What follows belongs to an exercise in optimizing a design on an open flow for small area and a short achievable clock period; a production flow would make more cautious choices. Only simulation tests tie the RTL to the original design; equivalence was not proved.

**design.v**
```verilog
module float_alu(op,a,b,clk,out);
input [31:0] a,b;
input [2:0] op;
input clk;
output reg [31:0] out;
localparam CUT = 12;    
function [45:0] xpos;
  input [31:0] x;
  reg [7:0] E; reg [22:0] m, keep; reg [4:0] k;
  integer i;
  begin
    m = x[22:0]; E = x[30:23]; k = ~E[4:0];
    for (i = 0; i < 23; i = i + 1) keep[i] = (i >= k);
    if (E[7:5] == 3'b100 && E[4:0] <= 5'd22)       
      xpos = {21'd0, 1'b1, m, 1'b0} << E[4:0];
    else if (E == 8'd127) xpos = 46'd1 << 23;
    else if (E[7:5] == 3'b011 && E[4:0] >= 5'd9)   
      xpos = {23'd0, m & keep};
    else xpos = 46'd0;
  end
endfunction
function [5:0] ctz23;
  input [22:0] f; integer i;
  begin ctz23 = 6'd23; for (i = 22; i >= 0; i = i - 1) if (f[i]) ctz23 = i; end
endfunction
function [5:0] clz46;
  input [45:0] x; integer i;
  begin clz46 = 6'd46; for (i = 0; i <= 45; i = i + 1) if (x[i]) clz46 = 45 - i; end
endfunction
function ge6;
  input [5:0] x; input [5:0] c;
  integer i; reg r;
  begin
    r = 1'b1;
    for (i = 0; i < 6; i = i + 1) r = c[i] ? (x[i] & r) : (x[i] | r);
    ge6 = r;
  end
endfunction
function [45:0] rev46;
  input [45:0] x; integer i;
  begin for (i = 0; i < 46; i = i + 1) rev46[i] = x[45-i]; end
endfunction
reg [31:0] ar, br; reg [2:0] opr;
always @(posedge clk) begin ar <= a; br <= b; opr <= op; end
wire [45:0] xpa = xpos(ar), xpb = xpos(br);
wire [45:0] Xa = ar[31] ? {-xpa[45:23], -xpa[22:0]} : xpa;
wire [45:0] Xb = br[31] ? {-xpb[45:23], -xpb[22:0]} : xpb;
wire [5:0] ja = ctz23(xpa[22:0]), jb = ctz23(xpb[22:0]);
wire [5:0] Lb = clz46(Xb);
wire is_mul = (opr == 3'd2), is_div = (opr == 3'd3);
wire [22:0] Ib = Xb[45:23];
wire [5:0] Ibs = (|Ib[22:6]) ? 6'd63 : Ib[5:0];
wire [5:0] sha = is_mul ? ja : (opr == 3'd6) ? Ibs : 6'd0;
wire [45:0] Xa_s = Xa >> sha;
wire [45:0] xb_src = (is_mul | is_div) ? Xb : (opr == 3'd5) ? {46{1'b1}} : 46'd1;
wire [5:0] shb = is_mul ? (6'd23 - ja) : is_div ? Lb : (opr == 3'd7) ? Ibs : 6'd0;
wire [45:0] xb_in = is_mul ? rev46(xb_src) : xb_src;
wire [45:0] xb_sh = xb_in << shb;
wire [45:0] V = is_mul ? rev46(xb_sh) : is_div ? {1'b0, xb_sh[45:1]} : xb_sh;
wire is_as = (opr == 3'd0) || (opr == 3'd1);
wire [45:0] asb = Xb ^ {46{opr[0]}};
wire [46:0] asc;
wire [45:0] SR;
assign asc[0] = opr[0];
genvar gk;
generate for (gk = 0; gk < 46; gk = gk + 1) begin : rca
  assign SR[gk] = Xa[gk] ^ asb[gk] ^ asc[gk];
  assign asc[gk+1] = (Xa[gk] & asb[gk]) | (asc[gk] & (Xa[gk] ^ asb[gk]));
end endgenerate
wire [44:0] An = Xa[45:1];                      
wire [46:0] Ab = {2'b00, Xa_s[44:0]};           
wire [45:0] S [0:23];
wire [45:0] C [0:23];
wire [2:0] pd [0:22];    
reg [45:0] S_r, C_r; reg [45:0] V_r; reg [23:0] Ab_r;
reg [4*CUT-1:0] dg_r;
reg div_r, as_r, mval_r, dz_r; reg [2:0] op_r2;
reg [6:0] dsh_r; reg [5:0] s_r;
wire [7:0] Da = 8'd1 << V[43:41];
wire [7:0] Db = 8'd1 << V_r[43:41];
genvar gi;
generate
  for (gi = 22; gi >= 0; gi = gi - 1) begin : rows
    wire [45:0] sin, cin_;
    wire [45:0] vv;
    wire dv;
    wire [2:0] bb;   
    wire [7:0] D;    
    if (gi == 22) begin
      assign sin = is_div ? {3'b000, An[44:2]} : 46'd0;   
      assign cin_ = 46'd0;
    end else if (gi == 22 - CUT) begin
      assign sin = S_r; assign cin_ = C_r;
    end else begin
      assign sin = S[gi+1]; assign cin_ = C[gi+1];
    end
    if (gi > 22 - CUT) begin
      assign vv = V; assign dv = is_div; assign D = Da;
      assign bb = {Xa_s[2*gi+1], Xa_s[2*gi], (gi == 0) ? 1'b0 : Xa_s[2*gi-1]};
    end else begin
      assign vv = V_r; assign dv = div_r; assign D = Db;
      assign bb = {Ab_r[2*gi+1], Ab_r[2*gi], (gi == 0) ? 1'b0 : Ab_r[2*gi-1]};
    end
    wire [1:0] nn = (gi == 22) ? (is_div ? An[1:0] : 2'b00) : 2'b00;
    wire [6:0] est = sin[45:39] + cin_[45:39];
    wire es = est[6];
    wire [5:0] e6 = est[5:0];
    wire [7:0] c2 = {ge6(e6, 24), ge6(e6, 20), ge6(e6, 20), ge6(e6, 18),
                     ge6(e6, 16), ge6(e6, 15), ge6(e6, 14), ge6(e6, 12)};
    wire [7:0] c1 = {ge6(e6, 8), ge6(e6, 8), ge6(e6, 6), ge6(e6, 6),
                     ge6(e6, 4), ge6(e6, 4), ge6(e6, 4), ge6(e6, 4)};
    wire [7:0] c0 = {ge6(e6, 56), ge6(e6, 56), ge6(e6, 56), ge6(e6, 58),
                     ge6(e6, 58), ge6(e6, 58), ge6(e6, 58), ge6(e6, 60)};
    wire [7:0] cm = {ge6(e6, 40), ge6(e6, 42), ge6(e6, 44), ge6(e6, 44),
                     ge6(e6, 46), ge6(e6, 48), ge6(e6, 49), ge6(e6, 51)};
    wire p2 = |(c2 & D), p1 = |(c1 & D), n0 = |(~c0 & D), n1 = |(~cm & D);
    wire [2:0] qd = es ? (n1 ? 3'b110 : n0 ? 3'b101 : 3'b000)
                       : (p2 ? 3'b010 : p1 ? 3'b001 : 3'b000);
    reg [2:0] bd;
    always @(*) begin
      case (bb)
        3'b000, 3'b111: bd = 3'b000;
        3'b001, 3'b010: bd = 3'b101;
        3'b011: bd = 3'b110;
        3'b100: bd = 3'b010;
        default: bd = 3'b001;
      endcase
    end
    wire [2:0] e, eh;    
    drv dlo (.qd(qd), .bd(bd), .dv(dv), .c(e));
    drv dhi (.qd(qd), .bd(bd), .dv(dv), .c(eh));
    wire [45:0] mg;
    assign mg[33:0] = e[1] ? {vv[32:0], 1'b0} : (e[0] ? vv[33:0] : 34'd0);
    assign mg[45:34] = eh[1] ? vv[44:33] : (eh[0] ? vv[45:34] : 12'd0);
    wire [45:0] o = mg ^ {{12{eh[2]}}, {34{e[2]}}};
    wire inv = e[2];
    wire [45:0] ys = {sin[43:0], nn};
    wire [45:0] yc = {cin_[43:0], 1'b0, inv};
    wire [45:0] so, cy;
    if (gi == 22) begin
      assign so = ys ^ yc ^ o;
      assign cy = (ys & yc) | (ys & o) | (yc & o);
    end else begin
      assign so[1:0] = {o[1], yc[0] ^ o[0]};
      assign cy[1:0] = {1'b0, yc[0] & o[0]};
      csa #(.W(43)) u (.a(ys[44:2]), .b(yc[44:2]), .c(o[44:2]), .s(so[44:2]), .cy(cy[44:2]));
      assign so[45] = ys[45] ^ yc[45] ^ o[45];
      assign cy[45] = 1'b0;
    end
    assign S[gi] = so;
    assign C[gi] = {cy[44:0], 1'b0};
    assign pd[gi] = {e[2] ? 1'b0 : (e[1] | e[0]), e[1:0]};    
  end
endgenerate
wire [6:0] dsh = 7'd45 - {1'b0, Lb};
wire [5:0] sdiv = 6'd23 + ja - jb;
wire [6:0] jsum = {1'b0, ja} + {1'b0, jb};
integer k;
always @(posedge clk) begin
  S_r <= S[23-CUT]; C_r <= C[23-CUT]; Ab_r <= Xa_s[23:0];
  V_r <= is_as ? SR : V;      
  for (k = 0; k < CUT; k = k + 1) begin
    dg_r[4*k +: 4] <= {pd[22-k][2], pd[22-k][1:0]};
  end
  div_r <= is_div; as_r <= is_as; op_r2 <= opr;
  mval_r <= ~is_mul | (jsum >= 7'd23);
  dz_r <= (Xa == 46'd0) || (Xb == 46'd0);
  dsh_r <= dsh; s_r <= sdiv;
end
wire [45:0] T = S[0] + C[0];
wire rneg = T[45];
reg [45:0] Pq, Mq;
integer j;
always @(*) begin
  Pq = 0; Mq = 0;
  for (j = 0; j < 23; j = j + 1) begin
    if (j > 22 - CUT) begin
      if (dg_r[4*(22-j)+2]) Mq[2*j +: 2] = dg_r[4*(22-j) +: 2];
      else Pq[2*j +: 2] = dg_r[4*(22-j) +: 2];
    end else begin
      if (pd[j][2]) Mq[2*j +: 2] = pd[j][1:0];
      else Pq[2*j +: 2] = pd[j][1:0];
    end
  end
end
wire [45:0] qv = Pq - Mq - rneg;
wire [68:0] qx = {qv[44:0], 24'd0};
wire [68:0] qs = qx >> dsh_r[5:0];
wire [45:0] dmask = ~((46'd1 << s_r) - 46'd1);
wire [45:0] divres = dz_r ? 46'd0 : (qs[45:0] & dmask);
wire [45:0] mulres = mval_r ? T[45:0] : 46'd0;
wire [45:0] R = as_r ? V_r : div_r ? divres : mulres;
wire nf = (op_r2 == 3'd0) ? (R == 46'h200000000000) : R[45];
wire [45:0] X = R[45] ? -R : R;
reg [4:0] jo; integer i;
always @(*) begin
  jo = 0;
  for (i = 1; i <= 22; i = i + 1) if (X[23+i]) jo = i;
end
wire [45:0] Xsh = X >> jo;
always @(posedge clk) begin
  if (X == 0) out <= 32'd0;
  else if (X[45:23] != 0) out <= {nf, 8'd127 + {3'd0, jo}, Xsh[22:0]};
  else out <= {nf, 8'd148, X[21:0], 1'b0};
end
endmodule
module csa #(parameter W = 8) (input [W-1:0] a, input [W-1:0] b, input [W-1:0] c,
                               output [W-1:0] s, output [W-1:0] cy);
  assign s = a ^ b ^ c;
  assign cy = (a & b) | (a & c) | (b & c);
endmodule
module drv(input [2:0] qd, input [2:0] bd, input dv, output [2:0] c);
  wire [2:0] e = dv ? qd : bd;    
  assign c = {~e[2] & (e[1] | e[0]), e[1:0]};
endmodule
```
**run.sh**
```bash
#!/bin/bash
# synth_recipe.tcl (not shown) runs the flow's synth.tcl, then flattens the netlist and writes it again
# the make line also repeats each setting of config.mk as NAME=value (left out here)
make -C /OpenROAD-flow-scripts/flow DESIGN_CONFIG=/design/flow/config.mk WORK_HOME=/design/flow/orfs CLKGATE_MAP_FILE= SYNTH_SCRIPT=/design/flow/synth_recipe.tcl finish
```
**config.mk**
```make
export PLATFORM = sky130hd
export DESIGN_NAME = float_alu
export DESIGN_NICKNAME = float_alu
export VERILOG_FILES = /design/flow/design.v
export SDC_FILE = /design/flow/constraint.sdc
export NUM_CORES = 4
export LEC_CHECK = 0
export CAP_MARGIN = 20
export CORE_MARGIN = 2
export CORE_UTILIZATION = 40
export SLEW_MARGIN = 20
export SYNTH_HIERARCHICAL = 1
```
**constraint.sdc**
```tcl
create_clock -name core_clock -period 300.0 [get_ports {clk}]
set_input_delay 60.0000 -clock core_clock [delete_from_list [all_inputs] [get_ports {clk}]]
set_output_delay 60.0000 -clock core_clock [all_outputs]
set_load 0.01 [all_outputs]
```
==> key figures, run 1 <==
Outcome
  • Status: no timing/DRC/antenna violations

Synthesis
  • Synth Area in XOR/XNOR: 13.64%
  • FF+latch count, synth: 310
  • Area share of fa/ha/maj cells after synthesis: 24.99%
  • Mean Syn Cell Area: 7.991 µm²
  • Combinational family with the most area after synthesis: compound AO/OA/AOI/OAI gates
  • Ys async rst share: 0%
  • Top-count cell post-synth: nand2_1
  • Commonest cells in the netlist: 1,216 x nand2_1, 1,205 x xnor2_1, 1,014 x fa_1, 902 x a22oi_1, 872 x nor2_1
  • Post-synthesis mux area share: 7.391%
  • Top post-synthesis cells by area: fa_1 21%, xnor2_1 11%, a22oi_1 7.0%, dfxtp_1 6.4%, nand2_1 4.7%
  • Top-area cell type share of the netlist area: 20.91%
  • Area leader, netlist: fa_1
  • Post-synthesis compound-gate area fraction: 27.06%
  • Cells after synthesis: 12,147
  • Post-Synth Simple-Gate Area: 15.26%
  • Mapped cell area: 97,070 µm²
  • Post-synthesis cell type count: 122
  • Seq/Total Area, Yosys: 6.393%
  • Top_reg_cell synth: dfxtp_1
  • Post-synth EDFFs: 0
  • Syn. warnings: 7

Critical path
  • Critical Path RT: 240.00 ns
  • Worst path max stage delay: 0.54 ns
  • CP startpoint kind: register
  • Worst R2R End: S_r[34]
  • CP arrival: 1.53 ns
  • CP top delay family: buffers and inverters
  • Critical Path Sink Type: primary output
  • Number of buffers and inverters on the critical path: 1
  • Crit path max fanout: 1
  • Register-to-register setup slack: 239.12 ns
  • Slowest CP cell: clkdlybuf4s50_1
  • Worst reg2reg startpoint: br[24]
  • FF-to-FF path depth: 207
  • CP Class: reg2out
  • Critical Path, Cell by Cell: clkdlybuf4s50_1

Cells and area
  • Share of layout cells above drive strength 1: 8.033%
  • Design area: 102,800 µm²
  • Reg area: 6240 µm²
  • Area Overhead vs Synth: 5.928%
  • Nets@finish: 13,021
  • Multi-input gate area: 86,530 µm²
  • Fill count: 24,332

Flow run
  • Max cap viols: 0

Worst hold path
  • HP Start: opr[1]
  • Hold/Removal Path Class: reg2reg
  • Hold endpoint: op_r2[1]
  • Hold path cells: 1

Timing
  • Period minus WS final: 61.53 ns
  • Final setup violation count: 0
  • Relative slew slack: 10.49%
  • Worst clock skew: 0.05712 ns
  • Setup TNS Final: 0 ns
  • Setup WS post-layout: 238.47 ns
  • Period utilisation layout: 20.51%
  • Fin. Hold Viols: 0
  • RSZ-0062 raised after global routing: false
  • Fin. max-slew vios: 0
  • Max Clk Rate: 16.25 MHz
  • Slew @ Worst Pin: 1.334 ns

CTS
  • Cts repair resizes: 0
  • Htree depth: 2
  • Largest buffer count on any clock path: 3
  • Total CTS buffers: 44
  • CTS Sinks: 310
  • Setup bufs post-CTS: 0
  • Clock slew at reported path FFs: 0.06 ns
  • Clock latency on the worst-skew pair: 0.72 ns
  • CTS tree: yes
  • CTS Root Cell: clkbuf_16
  • # hold bufs at CTS: 0

Global routing
  • Largest net degree at the start of global routing: 74
  • First-pass GRT wire length: 668.3 mm
  • Antenna violations before repair: 31
  • Total track usage: 35.98%
  • Vias in the first global route: 98,179
  • GRT overflow: 0

Detailed routing
  • Vias per cell: 6.643
  • Drt wl/cell: 30.71 µm
  • DRT antenna net count: 0
  • Drt first pass iters: 7
  • Via count: 98,709
  • Drt initial violations: 10,013
  • Final WL: 456.3 mm
  • DRC violations left: 0

Placement
  • Final HPWL DP: 364.2 mm
  • Number of port buffers: 99
  • DP Worst Slack: 239.15 ns
  • Placer Congestion: 1.046
  • Dpl cell area: 101,300 µm²

Floorplan
  • Die extent in y: 496.6 µm
  • Core area: 241,000 µm²
  • Die area: 246,600 µm²
  • Ports: 100
  • Num rows: 180
  • Die width: 496.6 µm
  • Starting Density: 40.28%
[flip-flops by register name, summed over array words and instances (netlist names)]
| register | cells |
|---|---|
| mval_r | 1 |
| dsh_r | 6 |
| ar | 32 |
| br | 32 |
| S_r | 46 |
| C_r | 44 |
| V_r | 46 |
| opr | 3 |
| op_r2 | 3 |
| Ab_r | 22 |
| as_r | 1 |
| div_r | 1 |
| dz_r | 1 |
| dg_r | 34 |
| s_r | 6 |
| out | 32 |
[logic make-up after synthesis]
kind of cell,after synthesis
mux,575
xor+xnor,1510
simple gates,3242
fa+ha+maj,1333
compound gates,3881
other cells,2
flops,310
buf+inv,1294
[placed cells by master, fill, tap and decap left out, types with 67 or more instances in the layout]
cell             Yosys  layout
nor2_1             872     861
a22oi_1            902     902
dfxtp_1            310     289
o22ai_1            106     106
and2_1              81      81
o21a_1             108      85
a21oi_1            688     678
ha_1               307     307
a21o_1             153     153
nand4_1            111     111
mux2_4              92      92
fa_1              1014    1014
nand3_1            243     243
o31ai_1             91      90
o21ai_0            691     688
buf_4               10     347
xnor2_1           1205    1204
mux4_2              67      67
o211ai_1           168     168
mux2i_1            320     317
a211oi_1           136     135
clkdlybuf4s50_1      0      99
nor4_1              69      67
inv_1              224     222
or3_1               72      72
nand2_1           1216    1213
mux2_2              90      90
nor3_1             190     189
nand2b_1            79      78
a31oi_1            121     119
xor2_1             304     304
[stage by stage]
step / util [%] / hold WS (ns) / std cells
after floorplan: - / 0.3290 / 12192
after global placement: 42.00 / 0.5568 / 14766
after detailed placement: 42.02 / 0.5595 / 14767
after CTS: 42.63 / 0.5702 / 14846
after global routing: 42.66 / 0.5813 / 14853
final: 42.67 / 0.5688 / 14859
[metal layers]
| metal | vias up | GRT usage, % | share of wire (%) |
|---|---|---|---|
| met5 | - | 0 | 0.045 |
| met4 | 30 | 23.95 | 7.9 |
| met3 | 1410 | 5.617 | 7.2 |
| met2 | 4961 | 60.40 | 47 |
| met1 | 49363 | 42.47 | 38 |
| li1 | 42945 | - | - |
[how the worst max path moves through the flow]
stage | from | to | slack (ns) | cells past startpoint
CTS | out[26] | out[26] | 238.43 | 1
floorplan | out[0] | out[0] | 239.67 | 0
finish | out[9] | out[9] | 238.47 | 1
global placement | out[11] | out[11] | 239.17 | 1
global route | br[24] | S_r[34] | 235.67 | 208
detailed placement | out[26] | out[26] | 239.15 | 1
[cell type report]
cell class / instances / area share, %
Tap cell: 3185 / 3.876
Clock inverter: 30 / 0.3577
Inverter: 237 / 0.8688
Clock buffer: 49 / 1.089
Antenna cell: 9 / 0.02190
Sequential cell: 310 / 6.068
Multi-Input combinational cell: 10588 / 84.15
Timing Repair Buffer: 451 / 3.570
[Yosys stat by module, one instance, submodules excluded, excerpt]
module,times used,flops+latches,cells inside
float_alu,1,310,11017
drv,46,0,4
==> inputs of run 2 (changes only) <==
--- a/design.v
+++ b/design.v
@@ -105,15 +105,13 @@
     wire [6:0] est = sin[45:39] + cin_[45:39];
     wire es = est[6];
     wire [5:0] e6 = est[5:0];
-    wire [7:0] c2 = {ge6(e6, 24), ge6(e6, 20), ge6(e6, 20), ge6(e6, 18),
+    wire [7:0] c2 = {ge6(e6, 22), ge6(e6, 22), ge6(e6, 19), ge6(e6, 19),
                      ge6(e6, 16), ge6(e6, 15), ge6(e6, 14), ge6(e6, 12)};
-    wire [7:0] c1 = {ge6(e6, 8), ge6(e6, 8), ge6(e6, 6), ge6(e6, 6),
-                     ge6(e6, 4), ge6(e6, 4), ge6(e6, 4), ge6(e6, 4)};
-    wire [7:0] c0 = {ge6(e6, 56), ge6(e6, 56), ge6(e6, 56), ge6(e6, 58),
-                     ge6(e6, 58), ge6(e6, 58), ge6(e6, 58), ge6(e6, 60)};
-    wire [7:0] cm = {ge6(e6, 40), ge6(e6, 42), ge6(e6, 44), ge6(e6, 44),
-                     ge6(e6, 46), ge6(e6, 48), ge6(e6, 49), ge6(e6, 51)};
-    wire p2 = |(c2 & D), p1 = |(c1 & D), n0 = |(~c0 & D), n1 = |(~cm & D);
+    wire [7:0] cm = {ge6(e6, 41), ge6(e6, 41), ge6(e6, 44), ge6(e6, 44),
+                     ge6(e6, 47), ge6(e6, 48), ge6(e6, 49), ge6(e6, 51)};
+    wire p2 = |(c2 & D), n1 = ~|(cm & D);
+    wire p1 = D[7] | D[6] | D[5] | D[4] ? ge6(e6, 6) : ge6(e6, 4);
+    wire n0 = D[7] | D[6] | D[5] | D[4] ? ~ge6(e6, 57) : ~ge6(e6, 59);
     wire [2:0] qd = es ? (n1 ? 3'b110 : n0 ? 3'b101 : 3'b000)
                        : (p2 ? 3'b010 : p1 ? 3'b001 : 3'b000);
     reg [2:0] bd;
@@ -130,9 +128,9 @@
     drv dlo (.qd(qd), .bd(bd), .dv(dv), .c(e));
     drv dhi (.qd(qd), .bd(bd), .dv(dv), .c(eh));
     wire [45:0] mg;
-    assign mg[33:0] = e[1] ? {vv[32:0], 1'b0} : (e[0] ? vv[33:0] : 34'd0);
-    assign mg[45:34] = eh[1] ? vv[44:33] : (eh[0] ? vv[45:34] : 12'd0);
-    wire [45:0] o = mg ^ {{12{eh[2]}}, {34{e[2]}}};
+    assign mg[37:0] = e[1] ? {vv[36:0], 1'b0} : (e[0] ? vv[37:0] : 38'd0);
+    assign mg[45:38] = eh[1] ? vv[44:37] : (eh[0] ? vv[45:38] : 8'd0);
+    wire [45:0] o = mg ^ {{8{eh[2]}}, {38{e[2]}}};
     wire inv = e[2];
     wire [45:0] ys = {sin[43:0], nn};
     wire [45:0] yc = {cin_[43:0], 1'b0, inv};
==> run 2 against run 1 <==
Against the previous run:
- still clean on timing, DRC and antenna
- routed wire length down 3.2%
- hold slack worse by 0.029 ns
- synthesized cell count down 2.0%
- register-to-register slack better by 2.9 ns
- non-clock buffer count down 27
- sequential cell count unchanged
- count of clock-buffer cells in the layout up 4
- final area down 0.98%
- die area down 0.59%
- sequential share of layout area up 0.060 points
- utilization down 0.30 points
- critical endpoint is now out[24]
- largest cell class unchanged
==> key figures, run 2 <==
Outcome
  • Status: no timing/DRC/antenna violations

Synthesis
  • Post-synth EDFFs: 0
  • Top_reg_cell synth: dfxtp_1
  • Post-synthesis cell type count: 159
  • Top-count cell post-synth: xnor2_1
  • Top-area cell type share of the netlist area: 21.04%
  • Area leader, netlist: fa_1
  • Syn. warnings: 7
  • Seq/Total Area, Yosys: 6.432%
  • Mean Syn Cell Area: 8.102 µm²
  • Commonest cells in the netlist: 1,260 x xnor2_1, 1,025 x nand2_1, 1,014 x fa_1, 953 x a22oi_1, 873 x nor2_1
  • Mapped cell area: 96,490 µm²
  • Top post-synthesis cells by area: fa_1 21%, xnor2_1 11%, a22oi_1 7.4%, dfxtp_1 6.4%, nand2_1 4.0%
  • Cells after synthesis: 11,910
  • Ys async rst share: 0%
  • FF+latch count, synth: 310

CTS
  • Htree depth: 2
  • Total CTS buffers: 42
  • Largest buffer count on any clock path: 3
  • # hold bufs at CTS: 0
  • CTS Root Cell: clkbuf_16
  • Setup bufs post-CTS: 0
  • CTS Sinks: 310
  • Cts repair resizes: 0
  • Clock latency on the worst-skew pair: 0.73 ns
  • Clock slew at reported path FFs: 0.10 ns
  • CTS tree: yes

Global routing
  • Largest net degree at the start of global routing: 80
  • First-pass GRT wire length: 652.7 mm
  • Total track usage: 35.11%
  • GRT overflow: 0
  • Antenna violations before repair: 10
  • Vias in the first global route: 95,222

Floorplan
  • Num rows: 180
  • Die area: 245,200 µm²
  • Ports: 100
  • Core area: 240,300 µm²
  • Die extent in y: 495.2 µm
  • Die width: 495.2 µm
  • Starting Density: 40.15%

Critical path
  • CP arrival: 1.58 ns
  • Slowest CP cell: clkdlybuf4s50_1
  • Critical Path RT: 240.00 ns
  • Critical Path Sink Type: primary output
  • CP Class: reg2out
  • CP startpoint kind: register
  • Number of buffers and inverters on the critical path: 1
  • CP top delay family: buffers and inverters
  • Critical Path, Cell by Cell: clkdlybuf4s50_1
  • Worst path max stage delay: 0.54 ns
  • Crit path max fanout: 1

Flow run
  • Max cap viols: 0

Cells and area
  • Share of layout cells above drive strength 1: 8.602%
  • Multi-input gate area: 85,710 µm²
  • Top Registers: S_r (46), V_r (46), C_r (44)
  • Reg area: 6240 µm²
  • Nets@finish: 12,736
  • Commonest cells after routing, fill and taps aside: 1,257 x xnor2_1, 1,023 x nand2_1, 1,014 x fa_1
  • Fill count: 24,223
  • Final Instance Count excl. Fillers: 14,580
  • Area Overhead vs Synth: 5.521%
  • Commonest non-fill, non-tap cell in the layout: xnor2_1

Detailed routing
  • Drt wl/cell: 30.29 µm
  • DRT antenna net count: 0
  • Vias per cell: 6.658
  • Drt initial violations: 11,068
  • DRC violations left: 0
  • Drt first pass iters: 8
  • Final WL: 441.6 mm
  • Via count: 97,068

Placement
  • Cells after DPL: 14,487
  • DP Worst Slack: 239.12 ns
  • Placer Congestion: 1.034
  • Final HPWL DP: 350.6 mm
  • Number of port buffers: 99

Timing
  • RSZ-0062 raised after global routing: false
  • Fin. Hold Viols: 0
  • Max Clk Rate: 16.24 MHz
  • Period utilisation layout: 20.53%
  • Setup TNS Final: 0 ns
  • Period minus WS final: 61.58 ns
  • Setup WS post-layout: 238.42 ns
  • Final setup violation count: 0
  • Worst clock skew: 0.08235 ns
  • Relative slew slack: 17.80%
  • Fin. max-slew vios: 0
  • Slew @ Worst Pin: 1.224 ns

Worst hold path
  • Hold/Removal Path Class: reg2reg
==> run 2: changes by cell type after synthesis, sizes merged, moves of 42 or more <==
cell / change
nand2: -192
mux2i: -106
xor2: -79
o21ai: -63
o211ai: -59
xnor2: +57
a22oi: +53
a21oi: -51
nor3: +42
==> run 2: per-module statistics from Yosys, one instance, submodules excluded, a selection <==
module / flip-flops and latches / cell area [µm²] / times used / cells
drv: 0 / 47.55 / 46 / 4
float_alu: 310 / 75370 / 1 / 10780
==> run 2: final timing paths <==
kind | depth (start not counted) | startpoint | slack [ns] | endpoint
max | 1 | out[24] | 238.42 | out[24]
min | 0 | opr[0] | 0.54 | op_r2[0]
max reg2reg | 194 | V_r[42] | 242.06 | out[8]
min reg2reg | 0 | opr[0] | 0.54 | op_r2[0]
==> run 2: cell families (layout without fill, tap and decap cells) <==
logic type / count (synthesis) / after routing / share of synthesized area (%)
other: 2 / 61 / 0.007783
DFF: 310 / 310 / 6.432
AOI/OAI and AO/OA: 3869 / 3869 / 27.92
buffers and inverters: 1315 / 741 / 5.493
adders and majority gates: 1344 / 1344 / 25.26
muxes: 432 / 432 / 5.803
xor gates and xnor gates: 1489 / 1489 / 13.60
and+or+nand+nor: 3149 / 3149 / 15.49
==> run 2: cell type report <==
type	instances	area share, %
multi-input combinational	10330	84.17
sequential	310	6.128
tap	3185	3.914
timing repair buffer	424	3.392
clock buffer	53	1.123
inverter	239	0.8835
clock inverter	25	0.3502
antenna	14	0.03441
==> run 2: metal layers <==
metal | wire, µm | share of wire, % | vias to the layer above | GRT usage, %
li1 | - | - | 42104 | -
met1 | 178200 | 40 | 48873 | 44.97
met2 | 196400 | 44 | 5011 | 55.29
met3 | 39020 | 8.8 | 1078 | 7.065
met4 | 28080 | 6.4 | 2 | 19.27
met5 | 7 | 0.0016 | - | 0
==> run 2: metrics by stage <==
stage	hold slack [ns]	area (µm²)	utilization, %
final	0.5398	101800	42.37
after global routing	0.5447	101800	42.36
after CTS	0.5410	101700	42.33
after detailed placement	0.4982	100200	41.71
after global placement	0.4974	100200	41.69
after floorplan	0.3290	96660	-
==> inputs of run 3 (changes only) <==
--- a/design.v
+++ b/design.v
@@ -36,6 +36,24 @@
     ge6 = r;
   end
 endfunction
+function [45:0] bkadd;
+  input [45:0] a, b; input cin;
+  reg [45:0] g, p, G, P; integer l, i;
+  begin
+    g = a & b; p = a ^ b;
+    G = g; P = p;
+    G[0] = g[0] | (p[0] & cin);
+    for (l = 0; l < 6; l = l + 1)
+      for (i = (2 << l) - 1; i < 46; i = i + (2 << l)) begin
+        G[i] = G[i] | (P[i] & G[i - (1 << l)]);
+        P[i] = P[i] & P[i - (1 << l)];
+      end
+    for (l = 4; l >= 0; l = l - 1)
+      for (i = (3 << l) - 1; i < 46; i = i + (2 << l))
+        G[i] = G[i] | (P[i] & G[i - (1 << l)]);
+    bkadd = p ^ {G[44:0], cin};
+  end
+endfunction
 function [45:0] rev46;
   input [45:0] x; integer i;
   begin for (i = 0; i < 46; i = i + 1) rev46[i] = x[45-i]; end
@@ -43,8 +61,10 @@
 reg [31:0] ar, br; reg [2:0] opr;
 always @(posedge clk) begin ar <= a; br <= b; opr <= op; end
 wire [45:0] xpa = xpos(ar), xpb = xpos(br);
-wire [45:0] Xa = ar[31] ? {-xpa[45:23], -xpa[22:0]} : xpa;
-wire [45:0] Xb = br[31] ? {-xpb[45:23], -xpb[22:0]} : xpb;
+wire [45:0] nIa = bkadd({23'd0, ~xpa[45:23]}, 46'd0, 1'b1), nFa = bkadd({23'd0, ~xpa[22:0]}, 46'd0, 1'b1);
+wire [45:0] nIb = bkadd({23'd0, ~xpb[45:23]}, 46'd0, 1'b1), nFb = bkadd({23'd0, ~xpb[22:0]}, 46'd0, 1'b1);
+wire [45:0] Xa = ar[31] ? {nIa[22:0], nFa[22:0]} : xpa;
+wire [45:0] Xb = br[31] ? {nIb[22:0], nFb[22:0]} : xpb;
 wire [5:0] ja = ctz23(xpa[22:0]), jb = ctz23(xpb[22:0]);
 wire [5:0] Lb = clz46(Xb);
 wire is_mul = (opr == 3'd2), is_div = (opr == 3'd3);
@@ -126,11 +146,19 @@
     end
     wire [2:0] e, eh;    
     drv dlo (.qd(qd), .bd(bd), .dv(dv), .c(e));
-    drv dhi (.qd(qd), .bd(bd), .dv(dv), .c(eh));
-    wire [45:0] mg;
-    assign mg[37:0] = e[1] ? {vv[36:0], 1'b0} : (e[0] ? vv[37:0] : 38'd0);
-    assign mg[45:38] = eh[1] ? vv[44:37] : (eh[0] ? vv[45:38] : 8'd0);
-    wire [45:0] o = mg ^ {{8{eh[2]}}, {38{e[2]}}};
+    if (gi <= 26 - CUT || gi == 23 - CUT) begin
+      drv dhi (.qd(qd), .bd(bd), .dv(dv), .c(eh));
+    end else begin
+      assign eh = e;    
+    end
+    localparam integer SP = (gi == 23 - CUT || gi == 0) ? 23 : 38;
+    wire [45:0] mg, vx = {vv[44:0], 1'b0};
+    genvar gb;
+    for (gb = 0; gb < 46; gb = gb + 1) begin : ob
+      wire [2:0] c = (gb >= SP) ? eh : e;
+      assign mg[gb] = (c[1] ? vx[gb] : (c[0] ? vv[gb] : 1'b0)) ^ c[2];
+    end
+    wire [45:0] o = mg;
     wire inv = e[2];
     wire [45:0] ys = {sin[43:0], nn};
     wire [45:0] yc = {cin_[43:0], 1'b0, inv};
@@ -162,10 +190,10 @@
   end
   div_r <= is_div; as_r <= is_as; op_r2 <= opr;
   mval_r <= ~is_mul | (jsum >= 7'd23);
-  dz_r <= (Xa == 46'd0) || (Xb == 46'd0);
+  dz_r <= (Xb == 46'd0);     
   dsh_r <= dsh; s_r <= sdiv;
 end
-wire [45:0] T = S[0] + C[0];
+wire [45:0] T = bkadd(S[0], C[0], 1'b0);
 wire rneg = T[45];
 reg [45:0] Pq, Mq;
 integer j;
@@ -181,7 +209,7 @@
     end
   end
 end
-wire [45:0] qv = Pq - Mq - rneg;
+wire [45:0] qv = bkadd(Pq, ~Mq, ~rneg);
 wire [68:0] qx = {qv[44:0], 24'd0};
 wire [68:0] qs = qx >> dsh_r[5:0];
 wire [45:0] dmask = ~((46'd1 << s_r) - 46'd1);
@@ -189,7 +217,8 @@
 wire [45:0] mulres = mval_r ? T[45:0] : 46'd0;
 wire [45:0] R = as_r ? V_r : div_r ? divres : mulres;
 wire nf = (op_r2 == 3'd0) ? (R == 46'h200000000000) : R[45];
-wire [45:0] X = R[45] ? -R : R;
+wire [45:0] nR = bkadd(~R, 46'd0, 1'b1);
+wire [45:0] X = R[45] ? nR : R;
 reg [4:0] jo; integer i;
 always @(*) begin
   jo = 0;
--- a/config.mk
+++ b/config.mk
@@ -5,6 +5,7 @@
 export SDC_FILE = /design/flow/constraint.sdc
 export NUM_CORES = 4
 export LEC_CHECK = 0
+export ABC_AREA = 1
 export CAP_MARGIN = 20
 export CORE_MARGIN = 2
 export CORE_UTILIZATION = 40
==> run 3 against run 2 <==
Against the previous run:
- sequential cell count unchanged
- critical path depth stayed put
- largest cell class unchanged
- fmax is essentially flat
- count of clock-buffer cells in the layout is the same
- register-to-register slack worse by 3.6 ns
- die area down 6.8%
- hold slack improved by 0.13 ns
- sequential share of layout area is 0.40 points higher
- synthesized cell count rose by 12%
- still clean on timing, DRC and antenna
- first-iteration DRC count increased by 10%
==> key figures, run 3 <==
Critical path
  • FF-to-FF path depth: 311
  • CP arrival: 1.53 ns
  • Worst reg2reg startpoint: br[25]
  • Number of buffers and inverters on the critical path: 1
  • Slowest CP cell: clkdlybuf4s50_1
  • Critical Path, Cell by Cell: clkdlybuf4s50_1
  • Crit path max fanout: 1
  • Critical Path Sink Type: primary output
  • Worst path max stage delay: 0.53 ns
  • CP startpoint kind: register
  • Register-to-register setup slack: 238.48 ns
  • Critical Path RT: 240.00 ns
  • CP Class: reg2out
  • Worst R2R End: C_r[39]
  • CP top delay family: buffers and inverters

CTS
  • Cts repair resizes: 0
  • CTS Sinks: 310
  • CTS Root Cell: clkbuf_16
  • Total CTS buffers: 43
  • Htree depth: 2
  • Clock latency on the worst-skew pair: 0.70 ns
  • # hold bufs at CTS: 0
  • CTS tree: yes
  • Clock slew at reported path FFs: 0.06 ns
  • Setup bufs post-CTS: 0
  • Largest buffer count on any clock path: 3

Floorplan
  • Num rows: 174
  • Ports: 100
  • Die width: 478.1 µm
  • Core area: 224,200 µm²
  • Die extent in y: 478.1 µm
  • Die area: 228,600 µm²
  • Starting Density: 40.10%

Outcome
  • Status: no timing/DRC/antenna violations

Global routing
  • GR Layer Usage met2: 48.67%
  • GRT overflow: 0
  • Total track usage: 32.61%
  • Vias in the first global route: 87,797
  • Met1 usage: 42.89%
  • Met3 usage: 7.783%
  • GRT busiest layer: met2
  • Largest net degree at the start of global routing: 90
  • First-pass GRT wire length: 569.5 mm
  • Antenna violations before repair: 41

Detailed routing
  • Vias per cell: 5.839
  • DRC violations left: 0
  • Via count: 93,554
  • Drt initial violations: 12,225
  • Final WL: 384.1 mm
  • Drt wl/cell: 23.97 µm
  • DRT antenna net count: 0
  • Drt first pass iters: 9

Worst hold path
  • Hold endpoint: op_r2[0]
  • Hold path cells: 1
  • Hold/Removal Path Class: reg2reg
  • HP Start: opr[0]

Synthesis
  • Ys async rst share: 0%
  • Mean Syn Cell Area: 6.726 µm²
  • Area leader, netlist: fa_1
  • Top-area cell type share of the netlist area: 23.04%
  • Top_reg_cell synth: dfxtp_1
  • Commonest cells in the netlist: 2,831 x nand2_1, 1,703 x o21ai_0, 1,155 x inv_1, 1,105 x xor2_1, 1,035 x fa_1
  • Top post-synthesis cells by area: fa_1 23%, nand2_1 12%, xor2_1 11%, o21ai_0 9.5%, dfxtp_1 6.9%
  • Seq/Total Area, Yosys: 6.901%
  • Syn. warnings: 7
  • Cells after synthesis: 13,370
  • Top-count cell post-synth: nand2_1
  • Mapped cell area: 89,930 µm²
  • FF+latch count, synth: 310
  • Post-synthesis cell type count: 81
  • Post-synth EDFFs: 0

Cells and area
  • Commonest cells after routing, fill and taps aside: 2,830 x nand2_1, 1,701 x o21ai_0, 1,138 x inv_1
  • Reg area: 6210 µm²
  • Final Core Density: 42.43%
  • Nets@finish: 14,369
  • Multi-input gate area: 75,670 µm²
  • Area Overhead vs Synth: 5.806%
  • Top Registers: S_r (46), V_r (46), C_r (44)
  • Share of layout cells above drive strength 1: 6.201%
  • Commonest non-fill, non-tap cell in the layout: nand2_1
  • Fill count: 23,884

Timing
  • Fin. Hold Viols: 0
  • RSZ-0062 raised after global routing: false
  • Slew @ Worst Pin: 1.318 ns
  • Final setup violation count: 0
  • Period utilisation layout: 20.51%
  • Relative slew slack: 12.11%
  • Period minus WS final: 61.53 ns
  • Max Clk Rate: 16.25 MHz
  • Worst clock skew: 0.06014 ns
  • WHS: 0.6739 ns
  • Setup TNS Final: 0 ns
  • Setup WS post-layout: 238.47 ns
  • Fin. max-slew vios: 0

Placement
  • Placer Congestion: 1.049
  • DP Worst Slack: 239.17 ns
  • Number of port buffers: 99
  • Final HPWL DP: 303.5 mm

Flow run
  • Max cap viols: 0
run 3: kinds of logic after synthesis:
logic type,count (synthesis),share of synthesized area [%]
fa+ha+maj,1369,27.69
compound gates,3039,18.86
mux,41,0.4591
flops,310,6.901
buf+inv,2170,9.400
other cells,2,0.008351
xor+xnor,1206,11.76
simple gates,5233,24.92
run 3: worst max path at each step:
stage,startpoint,endpoint,slack (ns),cells past startpoint
after global routing,br[25],C_r[39],234.41,319
after global placement,out[27],out[27],239.18,1
final,out[8],out[8],238.47,1
after floorplan,out[0],out[0],239.67,0
after CTS,out[8],out[8],238.42,1
after detailed placement,out[8],out[8],239.17,1
run 3: per-stage QoR:
stage          cell area (µm²)  instances
2_1_floorplan            90090      13414
3_3_place_gp             93430      15877
3_5_place_dp             93430      15878
4_1_cts                  94950      15957
5_1_grt                  95130      16013
6_report                 95150      16021
run 3: worst reg2reg max path: cells and delay by family (launching register included):
family          cells  cell delay [ns]
buf+inv            55            11.48
simple gates      159            23.30
xor+xnor           21             5.89
flops               1             0.30
compound gates     48             8.83
fa+ha+maj          28            11.52
run 3: metal layers:
| layer | wire length [µm] | vias to the layer above | part of all wire [%] |
|---|---|---|---|
| met1 | 154500 | 44393 | 40 |
| met2 | 160400 | 4999 | 42 |
| met4 | 26640 | 42 | 6.9 |
| li1 | - | 43118 | - |
| met5 | 300 | - | 0.078 |
| met3 | 42260 | 1002 | 11 |
run 3: modules after synthesis (local to each module, per instance), a selection:
module	flops+latches	cell area (µm²)
float_alu	310	68900
drv	0	55.05
run 3: final cells by class:
class | instances | area share, %
Antenna cell | 63 | 0.1657
Clock buffer | 53 | 1.257
Clock inverter | 26 | 0.3406
Inverter | 1262 | 4.979
Multi-Input combinational cell | 10934 | 79.53
Sequential cell | 310 | 6.526
Tap cell | 2992 | 3.935
Timing Repair Buffer | 381 | 3.266
==> inputs of run 4 (changes only) <==
--- a/design.v
+++ b/design.v
@@ -52,6 +52,15 @@
       for (i = (3 << l) - 1; i < 46; i = i + (2 << l))
         G[i] = G[i] | (P[i] & G[i - (1 << l)]);
     bkadd = p ^ {G[44:0], cin};
+  end
+endfunction
+function gev;
+  input [5:0] x, y;
+  integer i; reg r;
+  begin
+    r = 1'b1;
+    for (i = 0; i < 6; i = i + 1) r = (x[i] & ~y[i]) | ((x[i] | ~y[i]) & r);
+    gev = r;
   end
 endfunction
 function [45:0] rev46;
@@ -92,12 +101,22 @@
 wire [45:0] S [0:23];
 wire [45:0] C [0:23];
 wire [2:0] pd [0:22];    
-reg [45:0] S_r, C_r; reg [45:0] V_r; reg [23:0] Ab_r;
-reg [4*CUT-1:0] dg_r;
-reg div_r, as_r, mval_r, dz_r; reg [2:0] op_r2;
+reg [45:0] S_r, C_r; reg [45:0] V_r;
+reg [3*CUT-1:0] dq_r;
+reg div_r, as_r, mval_r, dz_r, op0_r;
 reg [6:0] dsh_r; reg [5:0] s_r;
-wire [7:0] Da = 8'd1 << V[43:41];
-wire [7:0] Db = 8'd1 << V_r[43:41];
+function [11:0] thr;
+  input [2:0] d3;
+  case (d3)
+    3'd0: thr = {6'd12, 6'd51}; 3'd1: thr = {6'd14, 6'd49};
+    3'd2: thr = {6'd15, 6'd48}; 3'd3: thr = {6'd16, 6'd47};
+    3'd4, 3'd5: thr = {6'd19, 6'd44};
+    default: thr = {6'd22, 6'd41};
+  endcase
+endfunction
+wire [5:0] T2a, Tma, T2b, Tmb;
+assign {T2a, Tma} = thr(V[43:41]);
+assign {T2b, Tmb} = thr(V_r[43:41]);
 genvar gi;
 generate
   for (gi = 22; gi >= 0; gi = gi - 1) begin : rows
@@ -105,7 +124,7 @@
     wire [45:0] vv;
     wire dv;
     wire [2:0] bb;   
-    wire [7:0] D;    
+    wire [5:0] T2, Tm; wire DH;    
     if (gi == 22) begin
       assign sin = is_div ? {3'b000, An[44:2]} : 46'd0;   
       assign cin_ = 46'd0;
@@ -115,23 +134,20 @@
       assign sin = S[gi+1]; assign cin_ = C[gi+1];
     end
     if (gi > 22 - CUT) begin
-      assign vv = V; assign dv = is_div; assign D = Da;
+      assign vv = V; assign dv = is_div; assign T2 = T2a; assign Tm = Tma; assign DH = V[43];
       assign bb = {Xa_s[2*gi+1], Xa_s[2*gi], (gi == 0) ? 1'b0 : Xa_s[2*gi-1]};
     end else begin
-      assign vv = V_r; assign dv = div_r; assign D = Db;
-      assign bb = {Ab_r[2*gi+1], Ab_r[2*gi], (gi == 0) ? 1'b0 : Ab_r[2*gi-1]};
+      assign vv = V_r; assign dv = div_r; assign T2 = T2b; assign Tm = Tmb; assign DH = V_r[43];
+      assign bb = {dq_r[2*gi+1], dq_r[2*gi], (gi == 0) ? 1'b0 : dq_r[2*gi-1]};
     end
     wire [1:0] nn = (gi == 22) ? (is_div ? An[1:0] : 2'b00) : 2'b00;
-    wire [6:0] est = sin[45:39] + cin_[45:39];
+    wire [45:0] esum = bkadd({39'd0, sin[45:39]}, {39'd0, cin_[45:39]}, 1'b0);
+    wire [6:0] est = esum[6:0];
     wire es = est[6];
     wire [5:0] e6 = est[5:0];
-    wire [7:0] c2 = {ge6(e6, 22), ge6(e6, 22), ge6(e6, 19), ge6(e6, 19),
-                     ge6(e6, 16), ge6(e6, 15), ge6(e6, 14), ge6(e6, 12)};
-    wire [7:0] cm = {ge6(e6, 41), ge6(e6, 41), ge6(e6, 44), ge6(e6, 44),
-                     ge6(e6, 47), ge6(e6, 48), ge6(e6, 49), ge6(e6, 51)};
-    wire p2 = |(c2 & D), n1 = ~|(cm & D);
-    wire p1 = D[7] | D[6] | D[5] | D[4] ? ge6(e6, 6) : ge6(e6, 4);
-    wire n0 = D[7] | D[6] | D[5] | D[4] ? ~ge6(e6, 57) : ~ge6(e6, 59);
+    wire p2 = gev(e6, T2), n1 = ~gev(e6, Tm);
+    wire p1 = gev(e6, {4'b0001, DH, 1'b0});           
+    wire n0 = ~gev(e6, {4'b1110, ~DH, 1'b1});         
     wire [2:0] qd = es ? (n1 ? 3'b110 : n0 ? 3'b101 : 3'b000)
                        : (p2 ? 3'b010 : p1 ? 3'b001 : 3'b000);
     reg [2:0] bd;
@@ -181,14 +197,14 @@
 wire [6:0] dsh = 7'd45 - {1'b0, Lb};
 wire [5:0] sdiv = 6'd23 + ja - jb;
 wire [6:0] jsum = {1'b0, ja} + {1'b0, jb};
+reg [3*CUT-1:0] dgp;
 integer k;
+always @(*) for (k = 0; k < CUT; k = k + 1) dgp[3*k +: 3] = pd[22-k];
 always @(posedge clk) begin
-  S_r <= S[23-CUT]; C_r <= C[23-CUT]; Ab_r <= Xa_s[23:0];
+  S_r <= S[23-CUT]; C_r <= C[23-CUT];
   V_r <= is_as ? SR : V;      
-  for (k = 0; k < CUT; k = k + 1) begin
-    dg_r[4*k +: 4] <= {pd[22-k][2], pd[22-k][1:0]};
-  end
-  div_r <= is_div; as_r <= is_as; op_r2 <= opr;
+  dq_r <= is_div ? dgp : {{(3*CUT-2*(23-CUT)){1'b0}}, Xa_s[2*(23-CUT)-1:0]};
+  div_r <= is_div; as_r <= is_as; op0_r <= (opr == 3'd0);
   mval_r <= ~is_mul | (jsum >= 7'd23);
   dz_r <= (Xb == 46'd0);     
   dsh_r <= dsh; s_r <= sdiv;
@@ -201,8 +217,8 @@
   Pq = 0; Mq = 0;
   for (j = 0; j < 23; j = j + 1) begin
     if (j > 22 - CUT) begin
-      if (dg_r[4*(22-j)+2]) Mq[2*j +: 2] = dg_r[4*(22-j) +: 2];
-      else Pq[2*j +: 2] = dg_r[4*(22-j) +: 2];
+      if (dq_r[3*(22-j)+2]) Mq[2*j +: 2] = dq_r[3*(22-j) +: 2];
+      else Pq[2*j +: 2] = dq_r[3*(22-j) +: 2];
     end else begin
       if (pd[j][2]) Mq[2*j +: 2] = pd[j][1:0];
       else Pq[2*j +: 2] = pd[j][1:0];
@@ -216,7 +232,7 @@
 wire [45:0] divres = dz_r ? 46'd0 : (qs[45:0] & dmask);
 wire [45:0] mulres = mval_r ? T[45:0] : 46'd0;
 wire [45:0] R = as_r ? V_r : div_r ? divres : mulres;
-wire nf = (op_r2 == 3'd0) ? (R == 46'h200000000000) : R[45];
+wire nf = op0_r ? (R == 46'h200000000000) : R[45];
 wire [45:0] nR = bkadd(~R, 46'd0, 1'b1);
 wire [45:0] X = R[45] ? nR : R;
 reg [4:0] jo; integer i;
--- a/config.mk
+++ b/config.mk
@@ -6,8 +6,8 @@
 export NUM_CORES = 4
 export LEC_CHECK = 0
 export ABC_AREA = 1
-export CAP_MARGIN = 20
+export CAP_MARGIN = 40
 export CORE_MARGIN = 2
 export CORE_UTILIZATION = 40
-export SLEW_MARGIN = 20
+export SLEW_MARGIN = 40
 export SYNTH_HIERARCHICAL = 1
==> run 4 against run 3 <==
Against the previous run:
- register-to-register slack gained 2.1 ns
- sequential share of layout area shrank 0.072 points
- area after synthesis shrank 6.2%
- still clean on timing, DRC and antenna
==> key figures, run 4 <==
Critical path
  • CP Class: reg2out
  • Critical Path Sink Type: primary output
  • CP arrival: 1.54 ns
  • Worst path max stage delay: 0.55 ns
  • Critical Path RT: 240.00 ns
  • Number of buffers and inverters on the critical path: 1
  • Crit path max fanout: 1
  • WP depth: 1
  • CP startpoint kind: register
  • Critical Path, Cell by Cell: clkdlybuf4s50_1
  • FF-to-FF path depth: 305
  • Slowest CP cell: clkdlybuf4s50_1
  • CP top delay family: buffers and inverters
  • Register-to-register setup slack: 240.60 ns

Worst hold path
  • Hold/Removal Path Class: reg2reg
  • Hold path cells: 3

Detailed routing
  • DRC violations left: 0
  • Drt initial violations: 11,326
  • Drt wl/cell: 27.10 µm
  • Via count: 87,074
  • Vias per cell: 6.097
  • DRT antenna net count: 0
  • Final WL: 387.0 mm
  • Drt first pass iters: 7

Synthesis
  • Seq/Total Area, Yosys: 6.837%
  • Post-synth EDFFs: 0
  • Area leader, netlist: fa_1
  • Top post-synthesis cells by area: fa_1 26%, xor2_1 12%, nand2_1 10%, o22ai_1 7.5%, dfxtp_1 6.8%
  • Top_reg_cell synth: dfxtp_1
  • FF+latch count, synth: 288
  • Ys async rst share: 0%
  • Top-area cell type share of the netlist area: 25.61%
  • Post-synthesis cell type count: 75
  • Commonest cells in the netlist: 2,346 x nand2_1, 1,172 x xor2_1, 1,079 x fa_1, 1,009 x o22ai_1, 989 x inv_1
  • Cells after synthesis: 11,824
  • Syn. warnings: 7
  • Mapped cell area: 84,330 µm²
  • Top-count cell post-synth: nand2_1
  • Mean Syn Cell Area: 7.132 µm²

Global routing
  • GRT overflow: 0
  • Vias in the first global route: 84,474
  • GRT busiest layer: met2
  • Met1 usage: 44.14%
  • Total track usage: 34.91%
  • Largest net degree at the start of global routing: 73
  • First-pass GRT wire length: 564.4 mm
  • Met3 usage: 8.438%
  • GR Layer Usage met2: 52.72%
  • Antenna violations before repair: 17

CTS
  • CTS Root Cell: clkbuf_16
  • CTS Sinks: 288
  • Clock slew at reported path FFs: 0.07 ns
  • Largest buffer count on any clock path: 3
  • Clock latency on the worst-skew pair: 0.69 ns
  • Total CTS buffers: 39
  • Setup bufs post-CTS: 0
  • # hold bufs at CTS: 0
  • Cts repair resizes: 0
  • CTS tree: yes
  • Htree depth: 2

Cells and area
  • Top Registers: S_r (46), V_r (46), C_r (44)
  • Commonest cells after routing, fill and taps aside: 2,342 x nand2_1, 1,168 x xor2_1, 1,079 x fa_1
  • Area Overhead vs Synth: 6.094%
  • Nets@finish: 12,910
  • Final Instance Count excl. Fillers: 14,282
  • Design area: 89,470 µm²
  • Share of layout cells above drive strength 1: 6.889%
  • Commonest non-fill, non-tap cell in the layout: nand2_1

Timing
  • Relative slew slack: 35.38%
  • Fin. Hold Viols: 0
  • Slew @ Worst Pin: 0.9624 ns
  • RSZ-0062 raised after global routing: false
  • Final setup violation count: 0
  • Worst clock skew: 0.08108 ns
  • Period utilisation layout: 20.51%
  • Max Clk Rate: 16.25 MHz
  • Fin. max-slew vios: 0
  • Setup WS post-layout: 238.46 ns
  • Period minus WS final: 61.54 ns
  • Setup TNS Final: 0 ns

Placement
  • Dpl cell area: 88,070 µm²
  • Cells after DPL: 14,203
  • Placer Congestion: 1.038
  • Final HPWL DP: 297.1 mm
  • Number of port buffers: 99
  • DP Worst Slack: 239.15 ns

Outcome
  • Status: no timing/DRC/antenna violations

Floorplan
  • Die width: 463.2 µm
  • Starting Density: 40.24%
  • Core area: 209,600 µm²
  • Num rows: 168
  • Die extent in y: 463.2 µm
  • Ports: 100
  • Die area: 214,500 µm²

Flow run
  • Max cap viols: 0
-- run 4: modules after synthesis, one instance, submodules excluded, a selection --
| module | cells | times used |
|---|---|---|
| drv | 12 | 38 |
| float_alu | 10422 | 1 |
-- run 4: through the flow --
step | hold WS (ns) | util [%]
detailed placement | 0.8607 | 42.02
floorplan | 0.4363 | -
CTS | 0.8035 | 42.63
global placement | 0.8796 | 41.95
global route | 0.8940 | 42.68
finish | 0.8738 | 42.69
-- run 4: per-layer routing --
metal	wire [µm]	part of all wire, %
met1	149000	38
met2	165300	43
met3	41540	11
met4	31170	8.1
met5	82	0.021
-- run 4: final timing paths --
check	from	to
setup / recovery	out[9]	out[9]
hold / removal	op0_r	out[31]
setup reg to reg	V_r[43]	out[11]
hold reg to reg	op0_r	out[31]
-- run 4: layout make-up --
class	count	area [µm²]
flip-flops and latches	288	5774
well taps	2805	3510
diodes	9	22.52
inverters	1107	4165
fillers	21654	120100
clock buffers	49	1075
clock inverters	17	183.9
repair buffers	373	3118
multi-input cells	9634	71620
-- run 4: logic make-up (layout without fill, tap and decap cells) --
| group | Yosys count | in the layout | share of synthesized area, % |
|---|---|---|---|
| fa+ha+maj | 1409 | 1409 | 30.48 |
| xor+xnor | 1308 | 1308 | 13.59 |
| flops | 288 | 288 | 6.837 |
| compound gates | 2452 | 2452 | 17.42 |
| buf+inv | 1946 | 1546 | 9.019 |
| simple gates | 4380 | 4380 | 22.17 |
| other cells | 2 | 55 | 0.008906 |
| mux | 39 | 39 | 0.4644 |
-- run 4: worst reg2reg max path: cells and delay by family (launching register included) --
| family | cells | cell delay (ns) |
|---|---|---|
| compound gates | 68 | 13.80 |
| xor+xnor | 14 | 3.27 |
| fa+ha+maj | 54 | 21.08 |
| mux | 1 | 0.20 |
| flops | 1 | 0.31 |
| buf+inv | 35 | 5.56 |
| simple gates | 133 | 15.06 |
==> inputs of run 5 (changes only) <==
--- a/config.mk
+++ b/config.mk
@@ -8,6 +8,6 @@
 export ABC_AREA = 1
 export CAP_MARGIN = 40
 export CORE_MARGIN = 2
-export CORE_UTILIZATION = 40
+export CORE_UTILIZATION = 55
 export SLEW_MARGIN = 40
 export SYNTH_HIERARCHICAL = 1
==> run 5 against run 4 <==
Against the previous run:
- fmax rose by 0.11%
- clock skew fell by 0.016 ns
- routed wire length fell by 5.0%
- via count rose by 1.4%
==> key figures, run 5 <==
Synthesis
  • Top-area cell type share of the netlist area: 25.61%
  • Ys async rst share: 0%
  • Mean Syn Cell Area: 7.132 µm²
  • Post-synthesis cell type count: 75
  • Top_reg_cell synth: dfxtp_1
  • Seq/Total Area, Yosys: 6.837%
  • Post-synth EDFFs: 0
  • Top post-synthesis cells by area: fa_1 26%, xor2_1 12%, nand2_1 10%, o22ai_1 7.5%, dfxtp_1 6.8%
  • FF+latch count, synth: 288
  • Mapped cell area: 84,330 µm²
  • Area leader, netlist: fa_1
  • Top-count cell post-synth: nand2_1
  • Cells after synthesis: 11,824
  • Commonest cells in the netlist: 2,346 x nand2_1, 1,172 x xor2_1, 1,079 x fa_1, 1,009 x o22ai_1, 989 x inv_1
  • Syn. warnings: 7

Critical path
  • Crit path max fanout: 1
  • CP Class: reg2out
  • Register-to-register setup slack: 240.93 ns
  • Worst R2R End: out[12]
  • WP depth: 1
  • CP startpoint kind: register
  • Critical Path Sink Type: primary output
  • Critical Path Sink: out[29]
  • Critical Path RT: 240.00 ns
  • Worst Setup SP: out[29]
  • Worst path max stage delay: 0.54 ns
  • Critical Path, Cell by Cell: clkdlybuf4s50_1
  • Number of buffers and inverters on the critical path: 1
  • CP top delay family: buffers and inverters
  • Worst reg2reg startpoint: V_r[43]
  • FF-to-FF path depth: 303
  • CP arrival: 1.47 ns
  • Slowest CP cell: clkdlybuf4s50_1

Timing
  • Setup WS post-layout: 238.53 ns
  • Fin. max-slew vios: 0
  • Fin. Hold Viols: 0
  • Period utilisation layout: 20.49%
  • RSZ-0062 raised after global routing: false
  • Relative slew slack: 36.24%
  • Slew @ Worst Pin: 0.9495 ns
  • Max Clk Rate: 16.27 MHz
  • Setup TNS Final: 0 ns
  • Period minus WS final: 61.47 ns
  • Final setup violation count: 0
  • Worst clock skew: 0.06549 ns

Detailed routing
  • DRC violations left: 0
  • Routed wl met3: 41.25 mm
  • Drt wl/cell: 27.24 µm
  • Vias per cell: 6.537
  • DRT antenna net count: 0
  • Max Used Layer: met5
  • Via count: 88,257
  • Drt initial violations: 11,665
  • Drt first pass iters: 7
  • Final WL: 367.7 mm
  • Met1 wire length: 129.5 mm
  • Met2 WL: 159.6 mm

CTS
  • Cts repair resizes: 0
  • # hold bufs at CTS: 0
  • Clock latency on the worst-skew pair: 0.66 ns
  • CTS Sinks: 288
  • Clock slew at reported path FFs: 0.06 ns
  • Htree depth: 2
  • CTS tree: yes
  • Total CTS buffers: 37
  • Largest buffer count on any clock path: 3
  • Setup bufs post-CTS: 0
  • CTS Root Cell: clkbuf_16

Floorplan
  • Starting Density: 55.45%
  • Ports: 100
  • Die area: 156,500 µm²
  • Die width: 395.6 µm
  • Num rows: 143
  • Die extent in y: 395.6 µm
  • Core area: 152,100 µm²

Cells and area
  • Commonest non-fill, non-tap cell in the layout: nand2_1
  • Fill count: 14,574
  • Commonest cells after routing, fill and taps aside: 2,342 x nand2_1, 1,171 x xor2_1, 1,079 x fa_1
  • Share of layout cells above drive strength 1: 6.891%
  • Nets@finish: 12,902
  • Area Overhead vs Synth: 5.031%
  • Top Registers: S_r (46), V_r (46), C_r (44)

Global routing
  • Antenna violations before repair: 11
  • Vias in the first global route: 86,574
  • GRT overflow: 0
  • Total track usage: 45.97%
  • Largest net degree at the start of global routing: 144
  • First-pass GRT wire length: 545.7 mm

Placement
  • DP Worst Slack: 239.16 ns
  • Number of port buffers: 99
  • Placer Congestion: 1.127
  • Final HPWL DP: 283.6 mm

Worst hold path
  • Hold/Removal Path Class: reg2reg

Outcome
  • Status: no timing/DRC/antenna violations

Flow run
  • Max cap viols: 0
-- run 5: cell counts after synthesis --
Identical to the previous run, type by type.
-- run 5: routing by layer --
| layer | vias to the layer above | global-route usage (%) |
|---|---|---|
| met4 | 10 | 37.38 |
| met5 | - | 0 |
| met1 | 42142 | 54.96 |
| met2 | 6015 | 70.78 |
| li1 | 38403 | - |
| met3 | 1687 | 10.65 |
-- run 5: layout make-up --
cell class | instances | area (µm²) | share of cell area [%]
Inverter | 1107 | 4165 | 4.703
Multi-Input combinational cell | 9634 | 71620 | 80.86
Clock inverter | 21 | 321.6 | 0.3630
Tap cell | 2030 | 2540 | 2.868
Antenna cell | 8 | 20.02 | 0.02260
Timing Repair Buffer | 367 | 3128 | 3.532
Clock buffer | 47 | 1003 | 1.133
Sequential cell | 288 | 5774 | 6.519
-- run 5: logic make-up (layout without fill, tap and decap cells) --
logic type	Yosys count	after routing	share of synthesized area, %
AO/OA/AOI/OAI	2452	2452	17.42
XOR/XNOR	1308	1308	13.59
adder cells (fa/ha/maj)	1409	1409	30.48
buffers and inverters	1946	1542	9.019
flip-flops	288	288	6.837
multiplexers	39	39	0.4644
other	2	54	0.008906
AND/OR/NAND/NOR	4380	4380	22.17
-- run 5: worst min path at each step --
| stage | from | endpoint | slack [ns] | cells past startpoint |
|---|---|---|---|---|
| after floorplan | opr[1] | op0_r | 0.44 | 1 |
| after global placement | op0_r | out[31] | 0.73 | 3 |
| after detailed placement | op0_r | out[31] | 0.74 | 3 |
| after CTS | op0_r | out[31] | 0.71 | 3 |
| after global routing | op0_r | out[31] | 0.73 | 3 |
| final | op0_r | out[31] | 0.75 | 3 |
-- run 5: Yosys stat by module, one instance, submodules excluded, excerpt --
module / cells inside / flops+latches
drv: 12 / 0
float_alu: 10422 / 288
-- run 5: through the flow --
step	hold slack (ns)	std cells	util (%)	area (µm²)
floorplan	0.4363	11868	-	84490
global placement	0.7320	13415	57.12	86880
detailed placement	0.7377	13424	57.31	87150
CTS	0.7074	13492	58.18	88480
global route	0.7273	13494	58.23	88550
finish	0.7500	13502	58.24	88570
-- run 5: worst reg2reg max path: cells and delay by family (launching register included) --
family | cells | cell delay (ns)
adders and majority gates | 52 | 20.74
AOI/OAI and AO/OA | 72 | 13.83
buffers and inverters | 34 | 5.73
DFF | 1 | 0.34
xor gates and xnor gates | 14 | 3.34
and+or+nand+nor | 130 | 14.72
muxes | 1 | 0.27

what the ideal ports hide:
The flow's constraints put no driver on any port. The routed layouts listed below were extracted and timed again, unchanged, in two steps. Step 1 assumes that a clkbuf_16 drives the clock port and a buf_2 every other input. Step 2 adds t to the input delays and takes it off the output delays; t is the mean of the earliest and latest rising clock arrival at the registers after step 1. Input paths then give back, and output paths get back, about the clock's delay inside the block. a / b / c = ideal / step 1 / step 2; a / b = the first two.
| run | shift t [ns] | setup WS [ns] | hold slack, ns | slew at the worst register clock pin (ns) | worst slew at a driven data input, ns |
|---|---|---|---|---|---|
| run 1 | 0.789 | 238.470 / 238.377 / 239.125 | 0.569 / 0.569 / 0.569 | 0.07 / 0.07 | 0.04 |
| run 2 | 0.790 | 238.422 / 238.322 / 239.112 | 0.540 / 0.540 / 0.540 | 0.10 / 0.10 | 0.04 |
| run 3 | 0.755 | 238.473 / 238.387 / 238.483 | 0.674 / 0.674 / 0.674 | 0.07 / 0.07 | 0.04 |
| run 4 | 0.740 | 238.458 / 238.369 / 239.109 | 0.874 / 0.874 / 0.874 | 0.07 / 0.07 | 0.04 |
| run 5 | 0.712 | 238.525 / 238.444 / 239.156 | 0.750 / 0.750 / 0.750 | 0.09 / 0.09 | 0.04 |
After both steps every run listed still meets setup and hold.
